Background: an optimization exercise with open tools, aiming at small area. Do not read the settings as production practice. The RTL was checked by simulation tests, not by an equivalence proof against the original design.

## flow/design.v (module list and top-level ports; edited modules follow where they fit)
// module muladd: 595 lines
// module sid_dac: 137 lines
// module sid_tanh_tbl: 695 lines
// module sid_tanh: 117 lines
// module sid_filter: 231 lines
module sid_filter (
    input  logic               clk,
    input  logic               rst,
    input  logic [4:0]         cycle,
    input  logic [31:0]        freg,
    input  logic               cfg_model,
    input  logic [8:0]         cfg_fc_base,
    input  logic signed [10:0] cfg_fc_offset,
    input  logic signed [21:0] voice_i,
    output logic signed [19:0] audio_o
);
  // ...
==> flow/run.sh <==
#!/bin/bash
# synth_recipe.tcl (not shown) runs the flow's synth.tcl, then flattens the netlist and writes it again
# the make line also repeats each setting of config.mk as NAME=value (left out here)
make -C /OpenROAD-flow-scripts/flow DESIGN_CONFIG=/design/flow/config.mk WORK_HOME=/design/flow/orfs CLKGATE_MAP_FILE= SYNTH_SCRIPT=/design/flow/synth_recipe.tcl finish
==> flow/config.mk <==
export PLATFORM = sky130hd
export DESIGN_NAME = sid_filter
export DESIGN_NICKNAME = sid_filter
export VERILOG_FILES = /design/flow/design.v
export SDC_FILE = /design/flow/constraint.sdc
export NUM_CORES = 4
export LEC_CHECK = 0
export ABC_AREA = 1
export CAP_MARGIN = 20
export CORE_MARGIN = 2
export CORE_UTILIZATION = 65
export PLACE_DENSITY = 0.75
export SLEW_MARGIN = 20
export SYNTH_MEMORY_MAX_BITS = 32768
==> flow/constraint.sdc <==
create_clock -name core_clock -period 18.0 [get_ports {clk}]
set_input_delay 3.6000 -clock core_clock [delete_from_list [all_inputs] [get_ports {clk}]]
set_output_delay 3.6000 -clock core_clock [all_outputs]
set_load 0.01 [all_outputs]
==> flow_summary_export.csv, run 1 <==
group,metric,value,unit
outcome,status,"complete, no violations",
finish,seq_cell_count,195,
logic_synthesis,synth_top_cells_by_count,"nand2_1 (506), inv_1 (495), fa_1 (268), nor2_1 (191), a21oi_1 (178)",
logic_synthesis,synthAdderAreaFrac,29.19,%
setup_path,crit_path_max_incr_delay,500,ps
hold_path,hold_start,"v2[15]$_SDFFE_PP0P_",
logic_synthesis,yosys.area.top_type,"fa_1",
clock_tree,tritoncts,"done",
clock_tree,clk_path_buf_depth,2,
finish,clock_area_share,2.611,%
placement,dp_cells,3366,
setup_path,r2r_start,"vf[15]$_DFFE_PP_",
drt,wirelength,73490,um
setup_path,crit_required,18300,ps
floorplan,pin_count,102,
drt,ant_nets,0,
setup_path,startpoint,"vf[15]$_DFFE_PP_",
logic_synthesis,synth_edf_count,97,
finish,final_common_cell,"nand2_1",
drt,highest_layer,"met4",
global_route,use_met2,66.39,%
clock_tree,clkSinkCount,195,
drt,met2_length,35290,um
setup_path,crit_path_top_delay_cell,"fa_1",
finish,final_cell_mix,"nand2_1 (504), inv_1 (494), fa_1 (268), nor2_1 (191), a21oi_1 (178)",
setup_path,r2r_setup_slack,960,ps
==> run 2, diff against run 1 <==
==> flow/flow/run.sh (new file) <==
#!/bin/bash
# Own layout flow: the standard synthesis, then
#  - fixfa.py removes inverters between full adders (choosing each full
#    adder's polarity; the logic and the registers stay the same),
#  - ports are buffered with the smallest buffer (buf_1),
# then the standard layout from the synthesized netlist on.
set -euo pipefail
R=orfs/results/${FLOW_PLATFORM}/sid_filter/base
bash standard.sh synth > synth.log 2>&1
python3 flow/fixfa.py $R/1_2_yosys.v $R/1_2_yosys_fixfa.v > fixfa.log 2>&1
cp $R/1_2_yosys.v $R/1_2_yosys_orig.v
cp $R/1_2_yosys_fixfa.v $R/1_2_yosys.v
touch $R/1_2_yosys.v
export BUFFER_PORTS_ARGS="-buffer_cell sky130_fd_sc_hd__buf_1"
bash standard.sh > layout.log 2>&1
==> flow/flow/fixfa.py (new file) <==
#!/usr/bin/env python3
"""Removes inverters between full adders in a Yosys netlist.

A full adder is self-dual: fa(~a, ~b, ~c) = ~fa(a, b, c).  Synthesis leaves
inverters where adders of different polarity meet; this picks, for each
fa cell, whether it works on true or complemented signals so that as few
inverters as possible are needed, and rewrites the netlist.  The circuit
stays logically the same; registers are untouched.
Usage: fixfa.py in.v out.v"""
import re, sys, collections

src = open(sys.argv[1]).read()
mod_start = src.index('module ')
hdr_end = src.index(';', mod_start) + 1
head, body = src[:hdr_end], src[hdr_end:]
ports = set(re.findall(r'^\s*(?:input|output|inout)\s+(?:\[[^\]]*\]\s*)?(\S+?)\s*;', body, re.M))

inst_re = re.compile(r'^  (sky130_fd_sc_hd__\w+) (\S+)\s+\((.*?)\n  \);\n', re.S | re.M)
insts = []
for m in inst_re.finditer(body):
    pins = re.findall(r'\.(\w+)\(([^()]*)\)', m.group(3))
    insts.append([m.group(1), m.group(2), [(p, n.strip()) for p, n in pins], m.start(), m.end()])

OUTP = {'X', 'Y', 'Q', 'Q_N', 'SUM', 'COUT', 'HI', 'LO'}
def is_inv(t): return re.match(r'sky130_fd_sc_hd__inv_\d+$', t)
def is_fa(t): return re.match(r'sky130_fd_sc_hd__fa_\d+$', t)

def base(n):
    # port bit names like audio_o[3] -> audio_o
    return n.split('[')[0].lstrip('\\')

def is_port_net(n):
    return base(n) in {base(p) for p in ports}

drv = {}
for k, (t, name, pins, _, _) in enumerate(insts):
    for p, n in pins:
        if p in OUTP:
            drv[n] = (k, p)

# Removable inverters: output not a port net.
inv = {}
for k, (t, name, pins, _, _) in enumerate(insts):
    if is_inv(t):
        d = dict(pins)
        if not is_port_net(d['Y']) and d['A'] and d['Y']:
            inv[k] = (d['A'], d['Y'])
inv_out = {y: a for k, (a, y) in inv.items()}

def root(n):
    pol = 0
    seen = 0
    while n in inv_out and seen < 64:
        n = inv_out[n]
        pol ^= 1
        seen += 1
    return n, pol

fas = [k for k, i in enumerate(insts) if is_fa(i[0])]
fa_idx = {k: j for j, k in enumerate(fas)}

# Loads: every input pin of a non-removed cell.
loads = []   # (inst k, pin index, root, pol, fa j or -1)
for k, (t, name, pins, _, _) in enumerate(insts):
    if k in inv:
        continue
    for pi, (p, n) in enumerate(pins):
        if p in OUTP or not n or n.startswith("1'"):
            continue
        r, pol = root(n)
        loads.append((k, pi, r, pol, fa_idx.get(k, -1)))

def src_fa(r):
    d = drv.get(r)
    if d and d[0] in fa_idx:
        return fa_idx[d[0]]
    return -1

by_root = collections.defaultdict(list)
for L in loads:
    by_root[L[2]].append(L)
roots = list(by_root)
root_src = {r: src_fa(r) for r in roots}
flip = [0] * len(fas)

def need(L, r):
    s = root_src[r]
    return L[3] ^ (flip[L[4]] if L[4] >= 0 else 0) ^ (flip[s] if s >= 0 else 0)

def root_cost(r):
    return 1 if any(need(L, r) for L in by_root[r]) else 0

# Roots touched by each fa: its input roots and its output roots.
touch = collections.defaultdict(set)
for L in loads:
    if L[4] >= 0:
        touch[L[4]].add(L[2])
for r in roots:
    if root_src[r] >= 0:
        touch[root_src[r]].add(r)

before = sum(root_cost(r) for r in roots)
changed = True
while changed:
    changed = False
    for j in range(len(fas)):
        rs = touch[j]
        c0 = sum(root_cost(r) for r in rs)
        flip[j] ^= 1
        c1 = sum(root_cost(r) for r in rs)
        if c1 < c0:
            changed = True
        else:
            flip[j] ^= 1
after = sum(root_cost(r) for r in roots)

# Rebuild.
newnets = {}
for r in roots:
    if root_cost(r):
        newnets[r] = None
cnt = 0
for r in list(newnets):
    cnt += 1
    newnets[r] = f'_fxinv{cnt}_'
for k, pi, r, pol, j in loads:
    L = (k, pi, r, pol, j)
    n = newnets[r] if need(L, r) else r
    p, _ = insts[k][2][pi]
    insts[k][2][pi] = (p, n)

out = []
pos = 0
for k, (t, name, pins, s, e) in enumerate(insts):
    out.append(body[pos:s])
    pos = e
    if k in inv:
        continue
    pl = ',\n'.join(f'    .{p}({n}{" " if n.startswith(chr(92)) else ""})' for p, n in pins)
    out.append(f'  {t} {name}{" " if name.startswith(chr(92)) else ""} (\n{pl}\n  );\n')
tail = body[pos:]
extra = ''.join(f'  wire {n};\n' for n in newnets.values())
extra += ''.join(f'  sky130_fd_sc_hd__inv_1 _fxi{i}_ (\n    .A({r}{" " if r.startswith(chr(92)) else ""}),\n    .Y({n})\n  );\n'
                 for i, (r, n) in enumerate(newnets.items()))
tail = tail.replace('endmodule', extra + 'endmodule', 1)
open(sys.argv[2], 'w').write(head + ''.join(out) + tail)
print(f'fixfa: {len(fas)} full adders, {sum(flip)} flipped; inverters {len(inv)} removed, {len(newnets)} added '
      f'(cost {before} -> {after})')
==> flow/standard.sh (new file) <==
#!/bin/bash
# synth_recipe.tcl (not shown) runs the flow's synth.tcl, then flattens the netlist and writes it again
# the make line also repeats each setting of config.mk as NAME=value (left out here)
make -C /OpenROAD-flow-scripts/flow DESIGN_CONFIG=/design/flow/config.mk WORK_HOME=/design/flow/orfs CLKGATE_MAP_FILE= SYNTH_SCRIPT=/design/flow/synth_recipe.tcl "${@:-finish}"
removed: flow/run.sh
==> flow_summary_export.csv, run 2 <==
group,metric,value,unit
setup_path,endpoint_kind,"flop",
hold_path,worstHoldPathCells,2,
logic_synthesis,synth_area,22680,sq um
clock_tree,clockRootBuffer,"clkbuf_16",
global_route,grt_pass1_vias,20305,
floorplan,die_area,36400,sq um
sta,finalMaxSlewViolations,0,
clock_tree,ctsHtreeMaxLevel,4,
global_route,grt_max_degree,97,
drt,wirelength,71540,um
clock_tree,clkSinkCount,195,
finish,fillCellCount,2733,
sta,setup_viol,0,
global_route,grt_pass1_wl,111500,um
drt,detail_route.vias_per_cell,6.345,
finish,area_growth,4.496,%
placement,gp_congestion,0.9960,
logic_synthesis,synth.net_count,3246,
finish,reg.largest.list,"vd (24), vi (24), vf (17)",
placement,dp_hpwl,54630,um
sta,finalHoldViolations,0,
floorplan,die_y,190.8,um
finish,diodes,0,
drt,dr.pass1.iters,9,
setup_path,path_max_fanout,15,
sta,relSlewSlack,33.03,%
placement,io_buffers,93,
run,drv_cap,0,
hold_path,hold_class,"flop to flop",
setup_path,crit_path_top_delay_cell,"fa_1",
setup_path,r2r_start,"vf[15]$_DFFE_PP_",
sta,max_freq,58.02,MHz
outcome,status,"complete, no violations",
clock_tree,clk_latency,480,ps
clock_tree,numCtsBuffers,17,
sta,timing.final.crit_share,95.75,%
drt,first_iter_violations,2354,
drt,vias,20532,
setup_path,r2r_setup_slack,760,ps
drt,route.detailed.drc,0,
sta,fin_tns_setup,0,ps
clock_tree,clk_pin_slew,80,ps
logic_synthesis,syn_area_per_cell,8.153,sq um
global_route,antenna_found_initial,0,
hold_path,min_to,"v4[2]$_SDFFE_PP0P_",
setup_path,crit_path_max_incr_delay,450,ps
sta,worst_slack,764.1,ps
sta,worst_slew_pin_slew,1005,ps
setup_path,critPathLaunchType,"flop",
global_route,grt_overflow,0,
finish,fin_nets,3232,
setup_path,arrival,17540,ps
setup_path,crit_top_cell,"fa_1",
drt,post_drt_wl_per_cell,22.11,um
sta,fin_worst_skew,23.42,ps
finish,drive_gt1_share,5.681,%
logic_synthesis,postSynthCellCount,2782,
clock_tree,clk_path_buf_depth,2,
global_route,grt_usage,40.27,%
setup_path,r2r_cells,53,
hold_path,hold_start,"v3[2]$_SDFFE_PP0P_",
floorplan,pin_count,102,
finish,final_common_cell,"nand2_1",
floorplan,initial_core_util,65.82,%
clock_tree,tritoncts,"done",
floorplan,die_w,190.8,um
floorplan,num_rows,68,
placement,dp_worst_setup_slack,746.5,ps
setup_path,crit_required,18300,ps
setup_path,crit_type,"flop to flop",
logic_synthesis,synth-warning-count,1,
finish,post-route-util,68.78,%
floorplan,core_area,34460,sq um
sta,layout_min_cycle_time,17240,ps
sta,rsz0062_at_grt,"no",
drt,ant_nets,0,
setup_path,r2r_end,"v0[6]$_SDFFE_PP0P_",
finish,final_cell_mix,"nand2_1 (505), inv_1 (350), fa_1 (268), nor2_1 (191), a21oi_1 (177)",
-- run 2: worst max-delay path by stage --
stage,startpoint,to,depth (start not counted)
after CTS,vf[15]$_DFFE_PP_,v0[6]$_SDFFE_PP0P_,53
after global placement,vf[15]$_DFFE_PP_,v0[6]$_SDFFE_PP0P_,53
after floorplan,vf[15]$_DFFE_PP_,v0[10]$_SDFFE_PP0P_,51
after detailed placement,vf[15]$_DFFE_PP_,v0[6]$_SDFFE_PP0P_,53
after global routing,vf[15]$_DFFE_PP_,v0[6]$_SDFFE_PP0P_,51
final,vf[15]$_DFFE_PP_,v0[6]$_SDFFE_PP0P_,53
-- run 2: timing repair --
item	4_1_cts	5_1_grt
endpoints found under the setup margin	0	1
gates resized for setup	0	1
hold endpoints to repair	0	0
hold buffers	0	0
buffers inserted	0	0
-- run 2: through the flow --
stage / hold WS (ps) / cells / area (sq um)
6_report: 453.5 / 3236 / 23700
3_3_place_gp: 445.4 / 3204 / 23090
5_1_grt: 468.1 / 3236 / 23700
2_1_floorplan: 435.4 / 2782 / 22680
3_5_place_dp: 452.0 / 3204 / 23090
4_1_cts: 455.4 / 3236 / 23690
-- run 2: critical path, delay by kind of cell, from the launching register on --
kind	cells	cell delay, ps
AOI/OAI and AO/OA	6	910
xor gates and xnor gates	1	130
adders and majority gates	36	13980
buffers and inverters	5	810
DFF	1	410
and+or+nand+nor	5	810
-- run 2: per-layer routing --
metal / up-vias / global-route usage (%) / part of all wire [%] / wire, um
met3: 318 / 6.441 / 8.5 / 6078
met1: 9825 / 50.02 / 37 / 26300
met2: 1248 / 65.71 / 47 / 33880
met4: 0 / 25.46 / 7.4 / 5282
met5: - / 0 / 0 / 0
li1: 9141 / - / - / -
-- run 2: final cells by class --
class | count | area (sq um) | share of cell area [%]
clock inverters | 14 | 168.9 | 0.7127
repair buffers | 137 | 680.7 | 2.872
inverters | 363 | 1364 | 5.754
multi-input cells | 2054 | 15610 | 65.86
flip-flops and latches | 195 | 4875 | 20.57
well taps | 455 | 569.3 | 2.402
clock buffers | 18 | 432.9 | 1.827
==> module sid_filter, before the edit <==
module sid_filter (
    input  logic               clk,
    input  logic               rst,
    input  logic [4:0]         cycle,
    input  logic [31:0]        freg,
    input  logic               cfg_model,
    input  logic [8:0]         cfg_fc_base,
    input  logic signed [10:0] cfg_fc_offset,
    input  logic signed [21:0] voice_i,
    output logic signed [19:0] audio_o
);
    localparam MOS6581 = 1'b0;
    localparam logic [23:0] MIXER_DC_6581 = 24'(-(1 << 20)/18);
    logic [7:0] freg_fc_lo, freg_fc_hi;
    logic [3:0] freg_res, freg_filt, freg_mode, freg_vol;
    always_comb begin
        { freg_fc_lo, freg_fc_hi, freg_res, freg_filt, freg_mode, freg_vol } = freg;
    end
    function automatic logic [23:0] add24(logic [23:0] x, logic [23:0] y, logic ci);
        logic c;
        c = ci;
        for (int i = 0; i < 24; i++) begin
            add24[i] = x[i] ^ y[i] ^ c;
            c = (x[i] & y[i]) | (c & (x[i] ^ y[i]));
        end
    endfunction
    function automatic logic signed [15:0] clamp(logic signed [16:0] x);
        unique case (x[16:15])
          2'b10: clamp = -32768;
          2'b01: clamp =  32767;
          default:
                 clamp =  x[15:0];
        endcase
    endfunction
    logic c_1, c_2, c_3, c_4, c_5, c_6, c_7, c_8;
    always_comb begin
        c_1 = cycle == 1 || cycle == 6;
        c_2 = cycle == 2 || cycle == 7;
        c_3 = cycle == 3 || cycle == 8;
        c_4 = cycle == 4 || cycle == 9;
        c_5 = cycle == 5 || cycle == 10;
        c_6 = cycle == 6 || cycle == 11;
        c_7 = cycle == 7 || cycle == 12;
        c_8 = cycle == 8 || cycle == 13;
    end
    logic ph_lpbp, ph_hp;
    always_ff @(posedge clk) begin
        ph_lpbp <= c_2 || c_4;
        ph_hp   <= c_5;
    end
    logic signed [15:0] v5, v4, v3, v2, v1, v0;
    logic signed [15:0] v_next;
    logic [14:0]        a;
    logic signed [15:0] b;
    logic [33:0]        mx;
    logic [26:10]       my;
    logic [33:0]        o;
    muladd opamp (
        .a (a),
        .b (b),
        .x (mx),
        .y (my),
        .k (ph_hp),
        .o (o)
    );
    always_comb begin
        mx = '0;
        my = '0;
        if (ph_lpbp) begin
            mx = { ~{ v5[15], v5 }, 17'h1ffff };
        end
        if (ph_hp) begin
            mx[26:3] = ~vi;
            my       = ~{ v1[15], v1 };
        end
        b = ph_lpbp ? v4 : ph_hp ? v0 : clamp(vf);
        v_next = clamp(ph_hp ? o[26:10] : ~o[33:17]);
        audio_o = o[19:0];
    end
    always_ff @(posedge clk) begin
        if (rst) begin
            { v5, v4, v3, v2, v1, v0 } <= '0;
        end else if (c_3 || c_5 || c_6) begin
            { v5, v4, v3, v2, v1, v0 } <= { v4, v3, v2, v1, v0, v_next };
        end
    end
    logic [10:0]        fc;
    logic [11:0]        fc_offset;
    logic [12:0]        dac_x;
    logic signed [10:0] fc_x;
    always_comb begin
        fc = { freg_fc_hi, freg_fc_lo[2:0] };
        fc_offset = { 12'(signed'(cfg_fc_offset)) } + 12'h600;
    end
    sid_dac fc_dac (
        .vin  (fc),
        .noff (~{ fc_offset[11], fc_offset }),
        .x    (dac_x)
    );
    always_ff @(posedge clk) begin
        if (c_1) begin
            fc_x <= (signed'(dac_x) < -1023) ? -11'sd1023 :
                    (signed'(dac_x) >  1023) ?  11'sd1023 :
                    dac_x[10:0];
        end
    end
    logic [9:0]  tanh_i;
    logic [13:0] tanh_y;
    logic [14:0] w0_p, w0_q, w0;
    logic        w0_c;
    sid_tanh tanh_tbl (
        .i (tanh_i),
        .y (tanh_y)
    );
    always_comb begin
        tanh_i = 10'(fc_x[10] ? -fc_x : fc_x);
        if (cfg_model == MOS6581) begin
            w0_p = 15'(add24(24'(cfg_fc_base[8:3]), 24'd9883, 1'b0));
            w0_q = { 15{fc_x[10]} } ^ { 1'b0, tanh_y };
            w0_c = fc_x[10];
        end else begin
            w0_p = { 2'b0, fc, 2'b0 };
            w0_q = { 4'b0, fc };
            w0_c = 1'b0;
        end
        w0 = 15'(add24(24'(w0_p), 24'(w0_q), w0_c));
    end
    logic [10:0] _1_Q_lsl10;
    always_comb begin
        if (cfg_model == MOS6581) begin
            unique case (freg_res)
              4'd0: _1_Q_lsl10 = 11'd1448;
              4'd1: _1_Q_lsl10 = 11'd1324;
              4'd2: _1_Q_lsl10 = 11'd1219;
              4'd3: _1_Q_lsl10 = 11'd1129;
              4'd4: _1_Q_lsl10 = 11'd1052;
              4'd5: _1_Q_lsl10 = 11'd984;
              4'd6: _1_Q_lsl10 = 11'd925;
              4'd7: _1_Q_lsl10 = 11'd872;
              4'd8: _1_Q_lsl10 = 11'd826;
              4'd9: _1_Q_lsl10 = 11'd783;
              4'd10: _1_Q_lsl10 = 11'd745;
              4'd11: _1_Q_lsl10 = 11'd711;
              4'd12: _1_Q_lsl10 = 11'd679;
              4'd13: _1_Q_lsl10 = 11'd651;
              4'd14: _1_Q_lsl10 = 11'd624;
              4'd15: _1_Q_lsl10 = 11'd600;
            endcase
        end else begin
            unique case (freg_res)
              4'd0: _1_Q_lsl10 = 11'd1448;
              4'd1: _1_Q_lsl10 = 11'd1328;
              4'd2: _1_Q_lsl10 = 11'd1218;
              4'd3: _1_Q_lsl10 = 11'd1117;
              4'd4: _1_Q_lsl10 = 11'd1024;
              4'd5: _1_Q_lsl10 = 11'd939;
              4'd6: _1_Q_lsl10 = 11'd861;
              4'd7: _1_Q_lsl10 = 11'd790;
              4'd8: _1_Q_lsl10 = 11'd724;
              4'd9: _1_Q_lsl10 = 11'd664;
              4'd10: _1_Q_lsl10 = 11'd609;
              4'd11: _1_Q_lsl10 = 11'd558;
              4'd12: _1_Q_lsl10 = 11'd512;
              4'd13: _1_Q_lsl10 = 11'd470;
              4'd14: _1_Q_lsl10 = 11'd431;
              4'd15: _1_Q_lsl10 = 11'd395;
            endcase
        end
    end
    logic signed [23:0] vd, vi;
    logic signed [16:0] vf;
    logic [3:0]         vol;
    logic [1:0]         mode;    
    logic        v_filt, v_direct;
    logic [23:0] v_base, v_sum;
    logic [23:0] dc;
    always_comb begin
        unique case (1'b1)
          c_2:     v_filt = freg_filt[0];
          c_3:     v_filt = freg_filt[1];
          c_4:     v_filt = freg_filt[2];
          default: v_filt = freg_filt[3];
        endcase
        v_direct = ~v_filt && ~(c_4 && freg_mode[3]);
        dc = (cfg_model == MOS6581) ? MIXER_DC_6581 : 24'd0;
        v_base = v_filt ? (c_2 ? 24'd0 : vi) : (c_2 ? dc : vd);
        v_sum = add24(v_base, 24'(voice_i), 1'b0);
    end
    always_ff @(posedge clk) begin
        if (c_2 || c_3 || c_4 || c_5) begin
            if (v_filt) begin
                vi <= v_sum;
            end else if (c_2) begin
                vi <= '0;
            end
            if (v_direct) begin
                vd <= v_sum;
            end else if (c_2) begin
                vd <= dc;
            end
        end
    end
    logic [16:0] f_base, f_add, f_sum;
    always_comb begin
        f_base = c_4 ? 17'd0 : vf;
        unique case (1'b1)
          c_4:     f_add = freg_mode[0] ? 17'(v0) : 17'd0;
          c_6:     f_add = mode[0]      ? 17'(v0) : 17'd0;
          c_7:     f_add = vd[23:7];
          default: f_add = mode[1]      ? 17'(v0) : 17'd0;
        endcase
        f_sum = 17'(add24(24'(f_base), 24'(f_add), 1'b0));
    end
    always_ff @(posedge clk) begin
        if (c_4 || c_6 || c_7 || c_8) begin
            vf <= f_sum;
        end
        if (c_5) begin
            mode <= freg_mode[2:1];
            vol  <= freg_vol;
        end
    end
    always_ff @(posedge clk) begin
        unique0 case (1'b1)
          c_2, c_4: a <= w0;
          c_5:      a <= 15'(_1_Q_lsl10);
          c_8:      a <= 15'(vol);
          default: ;
        endcase
    end
endmodule
==> run 3, diff against run 2 <==
--- a/flow/design.v
+++ b/flow/design.v
@@ -1602,8 +1602,12 @@
     logic [33:0]        mx;
     logic [26:10]       my;
     logic [33:0]        o;
+    logic [14:0] a_op;
+    always_comb begin
+        a_op = (ph_lpbp || ph_hp) ? a : { 11'b0, vol };
+    end
     muladd opamp (
-        .a (a),
+        .a (a_op),
         .b (b),
         .x (mx),
         .y (my),
@@ -1634,7 +1638,7 @@
     logic [10:0]        fc;
     logic [11:0]        fc_offset;
     logic [12:0]        dac_x;
-    logic signed [10:0] fc_x;
+    logic signed [10:0] fc_x, fc_x_next;
     always_comb begin
         fc = { freg_fc_hi, freg_fc_lo[2:0] };
         fc_offset = { 12'(signed'(cfg_fc_offset)) } + 12'h600;
@@ -1644,12 +1648,11 @@
         .noff (~{ fc_offset[11], fc_offset }),
         .x    (dac_x)
     );
-    always_ff @(posedge clk) begin
-        if (c_1) begin
-            fc_x <= (signed'(dac_x) < -1023) ? -11'sd1023 :
+    always_comb begin
+        fc_x_next = (signed'(dac_x) < -1023) ? -11'sd1023 :
                     (signed'(dac_x) >  1023) ?  11'sd1023 :
                     dac_x[10:0];
-        end
+        fc_x = a[10:0];
     end
     logic [9:0]  tanh_i;
     logic [13:0] tanh_y;
@@ -1769,9 +1772,9 @@
     end
     always_ff @(posedge clk) begin
         unique0 case (1'b1)
-          c_2, c_4: a <= w0;
+          c_1:      a <= 15'(unsigned'(fc_x_next));
+          c_2:      a <= w0;
           c_5:      a <= 15'(_1_Q_lsl10);
-          c_8:      a <= 15'(vol);
           default: ;
         endcase
     end
==> flow_summary_export.csv, run 3 <==
group,metric,value,unit
setup_path,critical_path.endpoint,"v0[4]$_SDFFE_PP0P_",
logic_synthesis,synth-warning-count,1,
logic_synthesis,synth.net_count,3194,
placement,io_buffers,93,
drt,wirelength,73130,um
floorplan,num_rows,67,
placement,gp_congestion,1.010,
placement,dpl_cell_area,22810,sq um
finish,fillCellCount,2646,
run,drv_cap,0,
clock_tree,post_cts_buffers,0,
sta,setup_viol,0,
floorplan,die_y,189.6,um
global_route,grt_pass1_wl,114500,um
sta,fin_tns_setup,0,ps
finish,final_cell_mix,"nand2_1 (339), inv_1 (337), nor2_1 (321), fa_1 (269), o21ai_0 (242)",
setup_path,crit_type,"flop to flop",
setup_path,arrival,17450,ps
sta,finalHoldViolations,0,
drt,detail_route.vias_per_cell,6.545,
global_route,grt_pass1_vias,21086,
finish,final_common_cell,"nand2_1",
setup_path,path_max_fanout,17,
drt,dr.pass1.iters,10,
logic_synthesis,postSynthCellCount,2730,
floorplan,core_area,33700,sq um
global_route,grt_max_degree,109,
finish,reg.largest.list,"vd (24), vi (24), vf (17)",
setup_path,r2r_end,"v0[4]$_SDFFE_PP0P_",
sta,relSlewSlack,22.71,%
setup_path,worst-path-stages,50,
setup_path,path_buf_inv,6,
drt,post_drt_wl_per_cell,22.98,um
sta,timing.final.crit_share,95.35,%
clock_tree,numCtsBuffers,17,
clock_tree,clk_latency,460,ps
sta,rsz0062_at_grt,"no",
global_route,gr-usage-met3,9.814,%
finish,area_growth,4.477,%
setup_path,crit_required,18290,ps
drt,first_iter_violations,3026,
setup_path,critPathLaunchType,"flop",
logic_synthesis,synth_area,22390,sq um
clock_tree,cts.repair.resized,0,
sta,worst_slew_pin_slew,1156,ps
sta,finalMaxSlewViolations,0,
finish,diodes,0,
sta,fin_hold_ws,473.2,ps
floorplan,pin_count,102,
global_route,busiest_layer,"met2",
global_route,grt_overflow,0,
finish,drive_gt1_share,6.620,%
outcome,status,"complete, no violations",
floorplan,die_w,189.6,um
sta,layout_min_cycle_time,17160,ps
floorplan,initial_core_util,66.43,%
clock_tree,tritoncts,"done",
clock_tree,clockRootBuffer,"clkbuf_16",
placement,dp_hpwl,55010,um
setup_path,endpoint_kind,"flop",
sta,max_freq,58.26,MHz
floorplan,die_area,35940,sq um
global_route,globalRouteMet1Util,50.80,%
finish,post-route-cell-area,23390,sq um
finish,fin_nets,3185,
global_route,antenna_found_initial,0,
clock_tree,clkSinkCount,184,
sta,fin_worst_skew,16.75,ps
global_route,grt_usage,41.46,%
setup_path,startpoint,"ph_hp$_DFF_P_",
global_route,use_met2,67.05,%
setup_path,critPathTopFamily,"adder cells",
clock_tree,clk_path_buf_depth,2,
clock_tree,ctsHtreeMaxLevel,4,
setup_path,r2r_start,"ph_hp$_DFF_P_",
finish,fin_cells,3182,
clock_tree,postCtsHoldBufs,0,
setup_path,crit_path_max_incr_delay,660,ps
hold_path,hold_class,"flop to flop",
setup_path,crit_top_cell,"fa_1",
drt,ant_nets,0,
drt,route.detailed.drc,0,
clock_tree,clk_pin_slew,80,ps
placement,dp_cells,3150,
logic_synthesis,syn_area_per_cell,8.200,sq um
setup_path,r2r_cells,50,
drt,vias,20825,
setup_path,r2r_setup_slack,840,ps
setup_path,crit_path_top_delay_cell,"ha_1",
## run 3: area by class of cell
class	count	area, sq um	area share (%)
Inverter	345	1295	5.537
Clock inverter	13	130.1	0.5564
Tap cell	448	560.5	2.397
Clock buffer	19	442.9	1.894
Timing Repair Buffer	140	701.9	3.001
Multi-Input combinational cell	2033	15710	67.19
Sequential cell	184	4544	19.43
## run 3: worst min-delay path by stage
stage / from / endpoint / slack, ps / cells after the start
after global routing: v2[13]$_SDFFE_PP0P_ / v3[13]$_SDFFE_PP0P_ / 510 / 2
after floorplan: v3[0]$_SDFFE_PP0P_ / v4[0]$_SDFFE_PP0P_ / 450 / 2
after CTS: v2[12]$_SDFFE_PP0P_ / v3[12]$_SDFFE_PP0P_ / 480 / 2
after global placement: v3[15]$_SDFFE_PP0P_ / v4[15]$_SDFFE_PP0P_ / 460 / 2
after detailed placement: v2[7]$_SDFFE_PP0P_ / v3[7]$_SDFFE_PP0P_ / 470 / 2
final: v2[12]$_SDFFE_PP0P_ / v3[12]$_SDFFE_PP0P_ / 470 / 2
## run 3: stage by stage
step,setup slack (ps),utilization [%]
2_1_floorplan,2421,-
3_3_place_gp,1234,67.68
3_5_place_dp,1019,67.68
4_1_cts,961.2,69.38
5_1_grt,145.1,69.40
6_report,836.2,69.40
## run 3: routing by layer
metal / wire length, um / vias to the layer above
li1: - / 9004
met4: 5357 / 2
met3: 8318 / 427
met2: 33200 / 1534
met1: 26200 / 9858
met5: 56 / -
## run 3: worst min-delay path, stage by stage (launching register included)
cell and delay [ps]:
dfxtp_1 320, nor2_1 50, nor2_1 80
==> run 4, diff against run 3 <==
==> flow/flow/run.sh (replaced) <==
#!/bin/bash
# Own layout flow: the standard synthesis, then
#  - resynth.sh re-maps the combinational cells with an area-oriented ABC
#    script (registers, full and half adders untouched),
#  - fixfa.py removes inverters between full adders (choosing each full
#    adder's polarity; the logic and the registers stay the same),
#  - ports are buffered with the smallest buffer (buf_1),
# then the standard layout from the synthesized netlist on.
set -euo pipefail
R=orfs/results/${FLOW_PLATFORM}/sid_filter/base
LIB=$FLOW_HOME/platforms/${FLOW_PLATFORM}/lib/sky130_fd_sc_hd__tt_025C_1v80.lib
bash standard.sh synth > synth.log 2>&1
cp $R/1_2_yosys.v $R/1_2_yosys_orig.v
bash flow/resynth.sh $LIB $R/1_2_yosys_orig.v $R/1_2_yosys_rs.v flow/resynth.abc > resynth.log 2>&1
python3 flow/fixfa.py $R/1_2_yosys_rs.v $R/1_2_yosys_fixfa.v > fixfa.log 2>&1
cp $R/1_2_yosys_fixfa.v $R/1_2_yosys.v
touch $R/1_2_yosys.v
export BUFFER_PORTS_ARGS="-buffer_cell sky130_fd_sc_hd__buf_1"
bash standard.sh > layout.log 2>&1
==> flow/flow/resynth.abc (new file) <==
&get -n
&st
&dch -f
&nf -R 1000 -p
&put
topo
stime -c
==> flow/flow/resynth.sh (new file) <==
#!/bin/bash
# Re-maps the combinational logic of a synthesized netlist with an
# area-oriented ABC script.  Flip-flops, full and half adders stay as they
# are (black boxes, same instance names); every other cell is read as its
# liberty function and mapped again.
# Usage: resynth.sh LIB in.v out.v abc_script
set -euo pipefail
LIB=$1; IN=$2; OUT=$3; SCR=$4
YOSYS=$(command -v yosys || echo "$FLOW_HOME/../tools/install/yosys/bin/yosys")
DU="-dont_use *lpflow* -dont_use *probe* -dont_use *clkbuf* -dont_use *clkinv* -dont_use *dlygate* -dont_use *dlymetal* -dont_use *clkdly*"
"$YOSYS" -p "read_liberty -ignore_miss_func $LIB; read_verilog $IN; hierarchy -top $FLOW_TOP; \
  blackbox sky130_fd_sc_hd__fa_* sky130_fd_sc_hd__ha_* sky130_fd_sc_hd__df* sky130_fd_sc_hd__edf* sky130_fd_sc_hd__conb_*; \
  flatten; rename -hide w:*.*; opt_clean -purge; abc -liberty $LIB $DU -D ${FLOW_PERIOD_NS}000 -script $SCR; opt_clean; \
  hilomap -singleton -hicell sky130_fd_sc_hd__conb_1 HI -locell sky130_fd_sc_hd__conb_1 LO; \
  splitnets; opt_clean -purge; stat -liberty $LIB; write_verilog -noattr -nohex -nodec $OUT"
==> flow_summary_export.csv, run 4 <==
group,metric,value,unit
outcome,status,"complete, no violations",
floorplan,initial_core_util,65.62,%
finish,drive_gt1_share,4.228,%
sta,rsz0062_at_grt,"no",
setup_path,crit_path_top_delay_cell,"o31a_1",
hold_path,hold_class,"flop to flop",
floorplan,pin_count,102,
finish,final_cell_mix,"nand2_1 (283), fa_1 (269), a21oi_1 (261), inv_1 (207), nor2_1 (164)",
sta,finalHoldViolations,0,
drt,ant_nets,0,
setup_path,crit_required,18350,ps
setup_path,path_buf_inv,7,
finish,reg.largest.list,"vd (24), vi (24), vf (17)",
setup_path,critPathLaunchType,"flop",
placement,io_buffers,93,
finish,multi_input_area,15320,sq um
drt,first_iter_violations,2910,
sta,fin_worst_skew,10.18,ps
sta,max_freq,58.87,MHz
setup_path,arrival,17330,ps
global_route,grt_max_degree,98,
global_route,grt_pass1_wl,110200,um
setup_path,endpoint_kind,"flop",
finish,final_common_cell,"nand2_1",
global_route,grt_usage,43.02,%
clock_tree,tritoncts,"done",
drt,route.detailed.drc,0,
clock_tree,numCtsBuffers,17,
floorplan,die_y,182.0,um
clock_tree,clk_pin_slew,80,ps
clock_tree,cts.repair.resized,0,
clock_tree,clockRootBuffer,"clkbuf_16",
logic_synthesis,synth-warning-count,1,
clock_tree,clk_path_buf_depth,2,
sta,finalMaxSlewViolations,0,
drt,detail_route.vias_per_cell,6.933,
floorplan,die_area,33130,sq um
setup_path,crit_path_max_incr_delay,670,ps
placement,dp_hpwl,51670,um
sta,worst_slew_pin_slew,1165,ps
placement,gp_congestion,1.032,
finish,seqCellArea,4546,sq um
sta,setup_viol,0,
drt,wirelength,70040,um
sta,relSlewSlack,21.37,%
setup_path,critPathTopFamily,"adder cells",
logic_synthesis,synth_area,20600,sq um
clock_tree,clk_latency,460,ps
drt,dr.pass1.iters,7,
finish,fillCellCount,2239,
drt,post_drt_wl_per_cell,24.46,um
global_route,grt_pass1_vias,20386,
clock_tree,clkSinkCount,184,
logic_synthesis,postSynthCellCount,2274,
global_route,antenna_found_initial,3,
global_route,grt_overflow,0,
finish,fin_nets,2911,
finish,post-route-util,71.95,%
setup_path,crit_top_cell,"fa_1",
clock_tree,ctsHtreeMaxLevel,4,
sta,layout_min_cycle_time,16990,ps
floorplan,die_w,182.0,um
logic_synthesis,syn_area_per_cell,9.058,sq um
floorplan,core_area,31390,sq um
finish,area_growth,9.646,%
setup_path,path_max_fanout,45,
clock_tree,post_cts_buffers,0,
sta,fin_tns_setup,0,ps
floorplan,num_rows,65,
run,drv_cap,0,
drt,vias,19857,
setup_path,crit_type,"flop to flop",
clock_tree,postCtsHoldBufs,0,
logic_synthesis,synth.net_count,2738,
sta,timing.final.crit_share,94.37,%
## run 4: worst min-delay path, stage by stage, from the launching register on
cell,delay (ps)
dfxtp_1,310
nand2_1,50
a21oi_1,50
## run 4: through the flow
stage                     hold WS (ps)  cells  worst slack (ps)  area, sq um
after detailed placement         444.8   2829             945.5        21950
after global routing             465.3   2862             261.2        22580
after floorplan                  420.7   2274             48.55        20600
after CTS                        454.4   2861             884.8        22550
final                            451.4   2864              1014        22590
after global placement           438.8   2829              1275        21950
## run 4: layout make-up
| class | count | share of cell area, % |
|---|---|---|
| diodes | 2 | 0.02216 |
| clock buffers | 18 | 1.994 |
| clock inverters | 14 | 0.6648 |
| inverters | 207 | 3.440 |
| multi-input cells | 1883 | 67.85 |
| flip-flops and latches | 184 | 20.13 |
| well taps | 402 | 2.227 |
| repair buffers | 154 | 3.673 |
## run 4: final timing paths
| path | start | endpoint | slack [ps] | depth (start not counted) |
|---|---|---|---|---|
| setup / recovery | ph_hp$_DFF_P_ | v0[3]$_SDFFE_PP0P_ | 1010 | 48 |
| hold / removal | v3[3]$_SDFFE_PP0P_ | v3[3]$_SDFFE_PP0P_ | 450 | 2 |
| setup reg to reg | ph_hp$_DFF_P_ | v0[3]$_SDFFE_PP0P_ | 1010 | 48 |
| hold reg to reg | v3[3]$_SDFFE_PP0P_ | v3[3]$_SDFFE_PP0P_ | 450 | 2 |
## run 4: per-layer routing
layer  track usage [%]  vias up  share of wire [%]  routed length, um
met1             51.34     9497                 35              24320
met3             12.05      436                 12               8316
met4             24.52        2                6.7               4668
met5                 0        -              0.016                 11
met2             70.31     1517                 47              32720
li1                  -     8405                  -                  -
==> run 5, diff against run 4 <==
--- a/flow/flow/run.sh
+++ b/flow/flow/run.sh
@@ -1,7 +1,7 @@
 #!/bin/bash
 # Own layout flow: the standard synthesis, then
 #  - resynth.sh re-maps the combinational cells with an area-oriented ABC
-#    script (registers, full and half adders untouched),
+#    script (registers and full adders untouched),
 #  - fixfa.py removes inverters between full adders (choosing each full
 #    adder's polarity; the logic and the registers stay the same),
 #  - ports are buffered with the smallest buffer (buf_1),
==> flow/flow/resynth.sh (replaced) <==
#!/bin/bash
# Re-maps the combinational logic of a synthesized netlist with an
# area-oriented ABC script.  Flip-flops and full adders stay as they are
# (black boxes, same instance names); every other cell, half adders
# included, is read as its liberty function and mapped again.
# Usage: resynth.sh LIB in.v out.v abc_script
set -euo pipefail
LIB=$1; IN=$2; OUT=$3; SCR=$4
YOSYS=$(command -v yosys || echo "$FLOW_HOME/../tools/install/yosys/bin/yosys")
DU="-dont_use *lpflow* -dont_use *probe* -dont_use *clkbuf* -dont_use *clkinv* -dont_use *dlygate* -dont_use *dlymetal* -dont_use *clkdly*"
"$YOSYS" -p "read_liberty -ignore_miss_func $LIB; read_verilog $IN; hierarchy -top $FLOW_TOP; \
  blackbox sky130_fd_sc_hd__fa_* sky130_fd_sc_hd__df* sky130_fd_sc_hd__edf* sky130_fd_sc_hd__conb_*; \
  flatten; rename -hide w:*.*; opt_clean -purge; abc -liberty $LIB $DU -D ${FLOW_PERIOD_NS}000 -script $SCR; opt_clean; \
  hilomap -singleton -hicell sky130_fd_sc_hd__conb_1 HI -locell sky130_fd_sc_hd__conb_1 LO; \
  splitnets; opt_clean -purge; stat -liberty $LIB; write_verilog -noattr -nohex -nodec $OUT"
==> flow_summary_export.csv, run 5 <==
group,metric,value,unit
logic_synthesis,synth_area,20080,sq um
setup_path,path_max_fanout,30,
placement,io_buffers,93,
setup_path,crit_required,18300,ps
setup_path,r2r_setup_slack,720,ps
sta,worst_slew_pin_slew,1252,ps
logic_synthesis,syn_area_per_cell,8.733,sq um
clock_tree,ctsHtreeMaxLevel,4,
sta,finalHoldViolations,0,
clock_tree,numCtsBuffers,17,
placement,gp_congestion,1.012,
setup_path,critPathTopFamily,"adder cells",
global_route,grt_pass1_vias,20636,
setup_path,crit_path_top_delay_cell,"fa_1",
finish,fin_nets,2842,
drt,ant_nets,0,
finish,reg.largest.list,"vd (24), vi (24), vf (17)",
clock_tree,clk_path_buf_depth,2,
setup_path,critical_path.endpoint,"v0[6]$_SDFFE_PP0P_",
global_route,grt_max_degree,97,
setup_path,startpoint,"ph_lpbp$_DFF_P_",
placement,dpl_cell_area,21600,sq um
sta,max_freq,57.88,MHz
clock_tree,cts.repair.resized,0,
setup_path,endpoint_kind,"flop",
finish,diodes,0,
logic_synthesis,synth.net_count,2650,
setup_path,critPathLaunchType,"flop",
setup_path,crit_type,"flop to flop",
drt,detail_route.vias_per_cell,7.107,
clock_tree,clkSinkCount,184,
finish,fin_cells,2900,
logic_synthesis,postSynthCellCount,2299,
sta,timing.final.crit_share,95.98,%
setup_path,r2r_start,"ph_lpbp$_DFF_P_",
clock_tree,clk_latency,460,ps
placement,dp_cells,2866,
floorplan,pin_count,102,
floorplan,die_area,32310,sq um
hold_path,worstHoldPathCells,2,
drt,dr.pass1.iters,12,
setup_path,crit_top_cell,"fa_1",
global_route,grt_pass1_wl,112600,um
sta,fin_worst_skew,8.258,ps
sta,layout_min_cycle_time,17280,ps
finish,final_cell_mix,"nand2_1 (390), a21oi_1 (288), fa_1 (269), nor2_1 (200), inv_1 (136)",
setup_path,r2r_cells,53,
global_route,grt_usage,44.58,%
logic_synthesis,synth-warning-count,1,
finish,final_common_cell,"nand2_1",
setup_path,r2r_end,"v0[6]$_SDFFE_PP0P_",
clock_tree,tritoncts,"done",
clock_tree,clk_pin_slew,70,ps
floorplan,die_w,179.7,um
setup_path,crit_path_max_incr_delay,500,ps
setup_path,path_buf_inv,8,
finish,post-route-cell-area,22230,sq um
clock_tree,postCtsHoldBufs,0,
sta,setup_viol,0,
outcome,status,"complete, no violations",
drt,route.detailed.drc,0,
drt,vias,20609,
setup_path,arrival,17570,ps
floorplan,core_area,30510,sq um
clock_tree,post_cts_buffers,0,
run,drv_cap,0,
sta,relSlewSlack,15.65,%
finish,drive_gt1_share,5.152,%
floorplan,num_rows,64,
placement,dp_hpwl,51900,um
global_route,antenna_found_initial,0,
drt,first_iter_violations,3248,
global_route,grt_overflow,0,
sta,finalMaxSlewViolations,0,
sta,fin_tns_setup,0,ps
hold_path,hold_class,"flop to flop",
sta,rsz0062_at_grt,"no",
clock_tree,clockRootBuffer,"clkbuf_16",
floorplan,die_y,179.7,um
floorplan,initial_core_util,65.81,%
finish,area_growth,10.73,%
finish,fillCellCount,2139,
setup_path,worst-path-stages,53,
drt,post_drt_wl_per_cell,24.79,um
drt,wirelength,71880,um
[run 5: area by class of cell]
cell class	instances	area (sq um)	area share (%)
clock buffer	19	454.2	2.043
clock inverter	13	130.1	0.5854
inverter	137	518.0	2.330
multi-input combinational	1978	15120	68.00
sequential	184	4546	20.45
tap	396	495.5	2.229
timing repair buffer	172	965.9	4.345
timing repair inverter	1	5.005	0.02251
[run 5: per-layer routing]
| metal | share of wire, % | wire (um) | vias to the layer above | track usage (%) |
|---|---|---|---|---|
| met3 | 13 | 9225 | 544 | 12.54 |
| met2 | 46 | 32920 | 1834 | 71.10 |
| li1 | - | - | 8541 | - |
| met1 | 33 | 23900 | 9690 | 53.02 |
| met4 | 8.1 | 5835 | 0 | 29.40 |
| met5 | 0 | 0 | - | 0 |
[run 5: worst register-to-register path: cells and delay by family (launching register included)]
kind / cells / cell delay [ps]
fa+ha+maj: 32 / 12780
buf+inv: 8 / 1510
simple gates: 7 / 1180
compound gates: 5 / 1150
flops: 1 / 310
xor+xnor: 1 / 230
[run 5: worst min-delay path by stage]
| stage | end | start |
|---|---|---|
| floorplan | v5[11]$_SDFFE_PP0P_ | v5[11]$_SDFFE_PP0P_ |
| global placement | v5[6]$_SDFFE_PP0P_ | v5[6]$_SDFFE_PP0P_ |
| detailed placement | v2[5]$_SDFFE_PP0P_ | v2[5]$_SDFFE_PP0P_ |
| CTS | v2[5]$_SDFFE_PP0P_ | v2[5]$_SDFFE_PP0P_ |
| global route | v5[4]$_SDFFE_PP0P_ | v5[4]$_SDFFE_PP0P_ |
| finish | v2[5]$_SDFFE_PP0P_ | v2[5]$_SDFFE_PP0P_ |
[run 5: metrics by stage]
step | setup WS [ps] | util (%) | hold slack, ps
3_3_place_gp | 1544 | 70.81 | 438.7
4_1_cts | 818.2 | 72.72 | 454.5
3_5_place_dp | 948.9 | 70.81 | 444.8
2_1_floorplan | 427.7 | - | 420.7
5_1_grt | 172.1 | 72.86 | 468.2
6_report | 723.3 | 72.86 | 453.3
==> run 6, diff against run 5 <==
--- a/flow/config.mk
+++ b/flow/config.mk
@@ -9,6 +9,7 @@
 export CAP_MARGIN = 20
 export CORE_MARGIN = 2
 export CORE_UTILIZATION = 65
+export CTS_BUF_LIST = sky130_fd_sc_hd__clkbuf_8
 export PLACE_DENSITY = 0.75
 export SLEW_MARGIN = 20
 export SYNTH_MEMORY_MAX_BITS = 32768
==> flow_summary_export.csv, run 6 <==
group,metric,value,unit
outcome,status,"complete, no violations",
floorplan,initial_core_util,65.81,%
finish,post-route-util,72.25,%
logic_synthesis,synth_area,20080,sq um
finish,fillCellCount,2190,
clock_tree,clk_pin_slew,110,ps
sta,max_freq,57.20,MHz
placement,dp_worst_setup_slack,948.9,ps
global_route,grt_pass1_wl,111900,um
logic_synthesis,postSynthCellCount,2299,
placement,gp_congestion,1.012,
floorplan,pin_count,102,
clock_tree,tritoncts,"done",
placement,dp_hpwl,51900,um
sta,finalMaxSlewViolations,0,
finish,reg.largest.list,"vd (24), vi (24), vf (17)",
sta,worst_slew_pin_slew,1310,ps
setup_path,crit_type,"flop to flop",
clock_tree,cts.repair.resized,0,
sta,rsz0062_at_grt,"no",
setup_path,crit_required,18410,ps
drt,vias,20426,
setup_path,crit_path_max_incr_delay,500,ps
clock_tree,postCtsHoldBufs,0,
clock_tree,numCtsBuffers,17,
placement,io_buffers,93,
setup_path,arrival,17890,ps
sta,relSlewSlack,11.73,%
floorplan,num_rows,64,
floorplan,die_y,179.7,um
sta,timing.final.crit_share,97.13,%
sta,setup_viol,0,
finish,final_common_cell,"nand2_1",
clock_tree,post_cts_buffers,0,
drt,dr.pass1.iters,9,
clock_tree,clk_path_buf_depth,2,
floorplan,die_area,32310,sq um
floorplan,core_area,30510,sq um
drt,route.detailed.drc,0,
sta,finalHoldViolations,0,
drt,first_iter_violations,3248,
clock_tree,clk_latency,520,ps
logic_synthesis,synth.net_count,2650,
global_route,grt_pass1_vias,20560,
setup_path,endpoint_kind,"flop",
drt,ant_nets,0,
setup_path,crit_top_cell,"fa_1",
clock_tree,ctsHtreeMaxLevel,4,
finish,drive_gt1_share,5.152,%
sta,fin_tns_setup,0,ps
global_route,grt_usage,44.30,%
setup_path,r2r_setup_slack,520,ps
drt,post_drt_wl_per_cell,24.53,um
drt,wirelength,71140,um
global_route,antenna_found_initial,0,
global_route,grt_overflow,0,
clock_tree,clockRootBuffer,"clkbuf_8",
sta,worst_slack,517.0,ps
clock_tree,clkSinkCount,184,
sta,fin_worst_skew,14.39,ps
floorplan,die_w,179.7,um
finish,final_cell_mix,"nand2_1 (390), a21oi_1 (288), fa_1 (269), nor2_1 (200), inv_1 (137)",
setup_path,path_max_fanout,30,
run,drv_cap,0,
drt,detail_route.vias_per_cell,7.043,
logic_synthesis,synth-warning-count,1,
logic_synthesis,syn_area_per_cell,8.733,sq um
finish,area_growth,9.797,%
sta,layout_min_cycle_time,17480,ps
finish,diodes,0,
global_route,grt_max_degree,97,
finish,fin_nets,2842,
setup_path,crit_path_top_delay_cell,"fa_1",
hold_path,hold_class,"flop to flop",
setup_path,critPathLaunchType,"flop",
==> run 6: cell types whose count changed in the layout (fill, tap and decap cells not counted) <==
| cell | previous run | this run |
|---|---|---|
| bufinv_16 | 0 | 1 |
| clkbuf_8 | 0 | 17 |
| clkbuf_1 | 1 | 0 |
| inv_1 | 136 | 137 |
| clkbuf_16 | 18 | 0 |
==> run 6: final timing paths <==
check	from	end	cells after the start
max	ph_lpbp$_DFF_P_	v0[7]$_SDFFE_PP0P_	54
min	v2[5]$_SDFFE_PP0P_	v2[5]$_SDFFE_PP0P_	2
max reg2reg	ph_lpbp$_DFF_P_	v0[7]$_SDFFE_PP0P_	54
min reg2reg	v2[5]$_SDFFE_PP0P_	v2[5]$_SDFFE_PP0P_	2
==> run 6: per-stage QoR <==
step	hold WS, ps	cells	instance area (sq um)
2_1_floorplan	420.7	2299	20080
3_3_place_gp	438.7	2866	21600
3_5_place_dp	444.8	2866	21600
4_1_cts	459.0	2898	22000
5_1_grt	473.1	2900	22040
6_report	457.8	2900	22040
==> run 6: final cells by class <==
| cell class | count | area (sq um) | share of cell area (%) |
|---|---|---|---|
| repair inverters | 1 | 5.005 | 0.02270 |
| multi-input cells | 1978 | 15120 | 68.57 |
| inverters | 137 | 518.0 | 2.350 |
| clock buffers | 17 | 234.0 | 1.061 |
| repair buffers | 172 | 965.9 | 4.382 |
| clock inverters | 15 | 163.9 | 0.7436 |
| well taps | 396 | 495.5 | 2.248 |
| flip-flops and latches | 184 | 4546 | 20.62 |
==> run 6: per-layer routing <==
layer | wire length, um | global-route usage (%)
met1 | 23930 | 54.30
met5 | 0 | 0
met2 | 32760 | 70.93
met4 | 5583 | 28.10
met3 | 8861 | 10.41
==> run 6: critical path, delay by kind of cell (launching register included) <==
kind | cells | cell delay [ps]
adder cells (fa/ha/maj) | 32 | 12840
buffers and inverters | 8 | 1460
AND/OR/NAND/NOR | 7 | 1310
AO/OA/AOI/OAI | 6 | 1190
flip-flops | 1 | 330
XOR/XNOR | 1 | 240
==> run 7, diff against run 6 <==
--- a/flow/config.mk
+++ b/flow/config.mk
@@ -9,7 +9,7 @@
 export CAP_MARGIN = 20
 export CORE_MARGIN = 2
 export CORE_UTILIZATION = 65
-export CTS_BUF_LIST = sky130_fd_sc_hd__clkbuf_8
+export GPL_TIMING_DRIVEN = 0
 export PLACE_DENSITY = 0.75
 export SLEW_MARGIN = 20
 export SYNTH_MEMORY_MAX_BITS = 32768
==> flow_summary_export.csv, run 7 <==
group,metric,value,unit
setup_path,r2r_setup_slack,420,ps
logic_synthesis,synth-warning-count,1,
clock_tree,clk_latency,470,ps
drt,post_drt_wl_per_cell,26.08,um
floorplan,initial_core_util,65.81,%
sta,timing.final.crit_share,97.64,%
finish,reg.largest.list,"vd (24), vi (24), vf (17)",
floorplan,core_area,30510,sq um
setup_path,endpoint_kind,"flop",
sta,fin_worst_skew,15.32,ps
clock_tree,numCtsBuffers,17,
finish,area_growth,12.37,%
setup_path,arrival,17920,ps
setup_path,crit_type,"flop to flop",
floorplan,num_rows,64,
global_route,grt_max_degree,78,
placement,dp_hpwl,52900,um
clock_tree,tritoncts,"done",
setup_path,crit_top_cell,"fa_1",
clock_tree,clk_path_buf_depth,2,
clock_tree,clockRootBuffer,"clkbuf_16",
setup_path,crit_path_top_delay_cell,"o21ai_1",
drt,vias,20814,
drt,dr.pass1.iters,10,
hold_path,hold_class,"flop to flop",
finish,seqCellArea,4552,sq um
global_route,use_met2,71.72,%
global_route,gr-usage-met3,14.40,%
floorplan,die_y,179.7,um
finish,fin_nets,2812,
finish,diodes,0,
global_route,grt_pass1_wl,115300,um
setup_path,critPathTopFamily,"adder cells",
setup_path,crit_required,18340,ps
global_route,antenna_found_initial,0,
setup_path,critPathLaunchType,"flop",
logic_synthesis,synth_area,20080,sq um
global_route,grt_usage,45.76,%
setup_path,r2r_cells,50,
drt,wirelength,74860,um
finish,fillCellCount,2063,
finish,drive_gt1_share,5.821,%
finish,multi_input_area,15360,sq um
setup_path,crit_path_max_incr_delay,860,ps
sta,max_freq,56.90,MHz
global_route,globalRouteMet1Util,54.39,%
placement,io_buffers,93,
global_route,grt_pass1_vias,20835,
floorplan,die_area,32310,sq um
global_route,grt_overflow,0,
global_route,busiest_layer,"met2",
finish,final_cell_mix,"nand2_1 (389), a21oi_1 (287), fa_1 (269), nor2_1 (193), inv_1 (135)",
sta,relSlewSlack,19.21,%
clock_tree,clk_pin_slew,80,ps
drt,route.detailed.drc,0,
clock_tree,ctsHtreeMaxLevel,4,
clock_tree,clkSinkCount,184,
drt,ant_nets,0,
placement,dp_cells,2831,
finish,final_common_cell,"nand2_1",
sta,fin_hold_ws,453.9,ps
outcome,status,"complete, no violations",
logic_synthesis,synth.net_count,2650,
sta,worst_slew_pin_slew,1199,ps
placement,gp_congestion,1.001,
run,drv_cap,0,
floorplan,pin_count,102,
hold_path,worstHoldPathCells,2,
sta,setup_viol,0,
drt,detail_route.vias_per_cell,7.252,
logic_synthesis,postSynthCellCount,2299,
sta,finalMaxSlewViolations,0,
sta,layout_min_cycle_time,17580,ps
logic_synthesis,syn_area_per_cell,8.733,sq um
finish,fin_cells,2870,
sta,rsz0062_at_grt,"no",
clock_tree,postCtsHoldBufs,0,
setup_path,path_buf_inv,4,
floorplan,die_w,179.7,um
setup_path,worst-path-stages,50,
sta,finalHoldViolations,0,
setup_path,path_max_fanout,15,
drt,first_iter_violations,3505,
run 7: worst paths after layout:
kind | from | endpoint
min reg2reg | v2[5]$_SDFFE_PP0P_ | v3[5]$_SDFFE_PP0P_
max reg2reg | vf[16]$_DFFE_PP_ | v0[1]$_SDFFE_PP0P_
max | vf[16]$_DFFE_PP_ | v0[1]$_SDFFE_PP0P_
min | v2[5]$_SDFFE_PP0P_ | v3[5]$_SDFFE_PP0P_
run 7: per-layer routing:
layer	part of all wire [%]	up-vias
met5	0	-
met4	8.8	0
met3	14	582
met2	45	2008
met1	33	9747
li1	-	8477
run 7: stage by stage:
stage / setup TNS, ps / utilization, % / setup WS (ps) / instance area [sq um]
CTS: 0 / 73.49 / 85.05 / 22420
floorplan: 0 / - / 427.7 / 20080
global placement: -46970 / 68.59 / -2936 / 20930
finish: 0 / 73.95 / 424.6 / 22560
global route: 0 / 73.95 / 30.84 / 22560
detailed placement: -11540 / 71.40 / -898.1 / 21780
run 7: worst min-delay path, delay by kind of cell (launching register included):
family	cells	cell delay, ps
AO/OA/AOI/OAI	1	50
AND/OR/NAND/NOR	1	50
flip-flops	1	310
run 7: layout make-up:
type	count	share of cell area (%)
Timing Repair inverter	1	0.02218
Inverter	137	2.307
Clock inverter	13	0.6544
Timing Repair Buffer	142	4.431
Sequential cell	184	20.18
Tap cell	396	2.196
Clock buffer	19	2.107
Multi-Input combinational cell	1978	68.10
run 7: repair_timing:
item / 4_1_cts / 5_1_grt
cloned: 1 / 0
setup endpoints to repair: 16 / 15
buffers inserted: 0 / 3
resized for setup: 4 / 7
==> run 8, diff against run 7 <==
--- a/flow/config.mk
+++ b/flow/config.mk
@@ -6,10 +6,10 @@
 export NUM_CORES = 4
 export LEC_CHECK = 0
 export ABC_AREA = 1
-export CAP_MARGIN = 20
+export CAP_MARGIN = 5
 export CORE_MARGIN = 2
 export CORE_UTILIZATION = 65
-export GPL_TIMING_DRIVEN = 0
+export CTS_BUF_LIST = sky130_fd_sc_hd__clkbuf_8
 export PLACE_DENSITY = 0.75
-export SLEW_MARGIN = 20
+export SLEW_MARGIN = 5
 export SYNTH_MEMORY_MAX_BITS = 32768
==> flow_summary_export.csv, run 8 <==
group,metric,value,unit
outcome,status,"complete, no violations",
global_route,grt_usage,44.30,%
sta,relSlewSlack,14.24,%
hold_path,worstHoldPathCells,2,
drt,detail_route.vias_per_cell,7.045,
setup_path,path_max_fanout,30,
sta,max_freq,57.20,MHz
finish,final_cell_mix,"nand2_1 (390), a21oi_1 (288), fa_1 (269), nor2_1 (201), inv_1 (137)",
floorplan,pin_count,102,
sta,setup_viol,0,
sta,worst_slack,518.3,ps
sta,worst_slew_pin_slew,1282,ps
global_route,grt_max_degree,97,
hold_path,min_to,"v2[5]$_SDFFE_PP0P_",
clock_tree,post_cts_buffers,0,
finish,reg.largest.list,"vd (24), vi (24), vf (17)",
finish,fin_nets,2841,
setup_path,arrival,17890,ps
clock_tree,clkSinkCount,184,
sta,timing.final.crit_share,97.12,%
run,drv_cap,0,
clock_tree,tritoncts,"done",
drt,vias,20424,
logic_synthesis,synth_area,20080,sq um
drt,ant_nets,0,
finish,area_growth,9.629,%
placement,gp_congestion,1.012,
placement,dp_worst_setup_slack,948.9,ps
setup_path,crit_type,"flop to flop",
floorplan,num_rows,64,
sta,fin_tns_setup,0,ps
floorplan,die_area,32310,sq um
setup_path,path_buf_inv,8,
finish,final_common_cell,"nand2_1",
drt,dr.pass1.iters,11,
clock_tree,clockRootBuffer,"clkbuf_8",
floorplan,initial_core_util,65.81,%
global_route,grt_pass1_wl,111900,um
floorplan,die_w,179.7,um
setup_path,r2r_end,"v0[7]$_SDFFE_PP0P_",
drt,first_iter_violations,3247,
placement,dpl_cell_area,21600,sq um
finish,fillCellCount,2196,
clock_tree,clk_latency,520,ps
clock_tree,postCtsHoldBufs,0,
sta,fin_hold_ws,457.6,ps
placement,io_buffers,93,
sta,fin_worst_skew,16.40,ps
finish,diodes,0,
setup_path,endpoint_kind,"flop",
setup_path,crit_top_cell,"fa_1",
finish,drive_gt1_share,5.074,%
drt,post_drt_wl_per_cell,24.54,um
floorplan,core_area,30510,sq um
logic_synthesis,postSynthCellCount,2299,
global_route,grt_pass1_vias,20560,
sta,rsz0062_at_grt,"no",
setup_path,crit_required,18410,ps
sta,finalHoldViolations,0,
setup_path,critPathLaunchType,"flop",
logic_synthesis,synth-warning-count,1,
sta,layout_min_cycle_time,17480,ps
floorplan,die_y,179.7,um
logic_synthesis,syn_area_per_cell,8.733,sq um
logic_synthesis,synth.net_count,2650,
setup_path,crit_path_max_incr_delay,500,ps
sta,finalMaxSlewViolations,0,
placement,dp_hpwl,51900,um
clock_tree,clk_path_buf_depth,2,
clock_tree,clk_pin_slew,110,ps
drt,wirelength,71140,um
global_route,grt_overflow,0,
setup_path,r2r_cells,54,
clock_tree,ctsHtreeMaxLevel,4,
finish,post-route-cell-area,22010,sq um
hold_path,hold_class,"flop to flop",
setup_path,r2r_setup_slack,520,ps
setup_path,crit_path_top_delay_cell,"fa_1",
clock_tree,numCtsBuffers,17,
drt,route.detailed.drc,0,
setup_path,critPathTopFamily,"adder cells",
global_route,antenna_found_initial,0,
hold_path,hold_start,"v2[5]$_SDFFE_PP0P_",
setup_path,r2r_start,"ph_lpbp$_DFF_P_",
## run 8: final cells by class
cell class / count / area, sq um / share of cell area (%)
timing repair buffer: 171 / 938.4 / 4.264
timing repair inverter: 1 / 5.005 / 0.02274
tap: 396 / 495.5 / 2.251
multi-input combinational: 1978 / 15110 / 68.65
inverter: 137 / 518.0 / 2.353
clock inverter: 15 / 163.9 / 0.7447
clock buffer: 17 / 234.0 / 1.063
sequential: 184 / 4546 / 20.65
## run 8: worst min-delay path: cells and delay by family, from the launching register on
kind            cells  cell delay (ps)
flops               1              330
simple gates        1               50
compound gates      1               50
## run 8: stage by stage
stage	std cells	util (%)
finish	2899	72.14
global route	2899	72.14
CTS	2898	72.11
detailed placement	2866	70.81
global placement	2866	70.81
floorplan	2299	-
## run 8: worst max-delay path by stage
stage               cells after the start       startpoint  slack, ps             endpoint
CTS                                    54  ph_lpbp$_DFF_P_        730   v0[3]$_SDFFE_PP0P_
global placement                       54  ph_lpbp$_DFF_P_       1540   v0[1]$_SDFFE_PP0P_
floorplan                              49    ph_hp$_DFF_P_        430   v0[0]$_SDFFE_PP0P_
finish                                 54  ph_lpbp$_DFF_P_        520   v0[7]$_SDFFE_PP0P_
global route                           54  ph_lpbp$_DFF_P_         30  v0[13]$_SDFFE_PP0P_
detailed placement                     53  ph_lpbp$_DFF_P_        950   v0[6]$_SDFFE_PP0P_
## run 8: repair_timing
action | 4_1_cts | 5_1_grt
endpoints found under the setup margin | 0 | 14
hold endpoints to repair | 0 | 0
gates resized for setup | 0 | 1
## run 8: routing by layer
| metal | wire length (um) | GRT usage, % | up-vias |
|---|---|---|---|
| li1 | - | - | 8527 |
| met1 | 24210 | 54.30 | 9648 |
| met2 | 32720 | 70.93 | 1775 |
| met3 | 8747 | 10.41 | 474 |
| met4 | 5459 | 28.10 | 0 |
| met5 | 0 | 0 | - |

-- re-timing with driven ports --
How much do the figures lean on ideal ports? The routed layouts below were timed once more, with nothing changed but the port constraints. Step 1, drivers: a clkbuf_16 drives clk and a buf_2 each remaining input, both assumed. Step 2 also shifts input and output timing later by t, the mid clock arrival at the registers, as if the neighbouring blocks saw the same clock. Three values: ideal ports, drivers, drivers and shift; two values: the first two.
run	t, ns	slack for setup (ns)	worst setup path at the end
run 1	0.525	0.957 / 0.957 / 0.957	register to register
run 2	0.518	0.764 / 0.764 / 0.764	register to register
run 3	0.512	0.836 / 0.836 / 0.836	register to register
run 4	0.511	1.014 / 1.014 / 1.014	register to register
run 5	0.512	0.723 / 0.723 / 0.723	register to register
run 6	0.554	0.517 / 0.517 / 0.517	register to register
run 7	0.511	0.425 / 0.425 / 0.425	register to register
run 8	0.554	0.518 / 0.518 / 0.518	register to register
After both steps setup and hold are still met in every run listed.
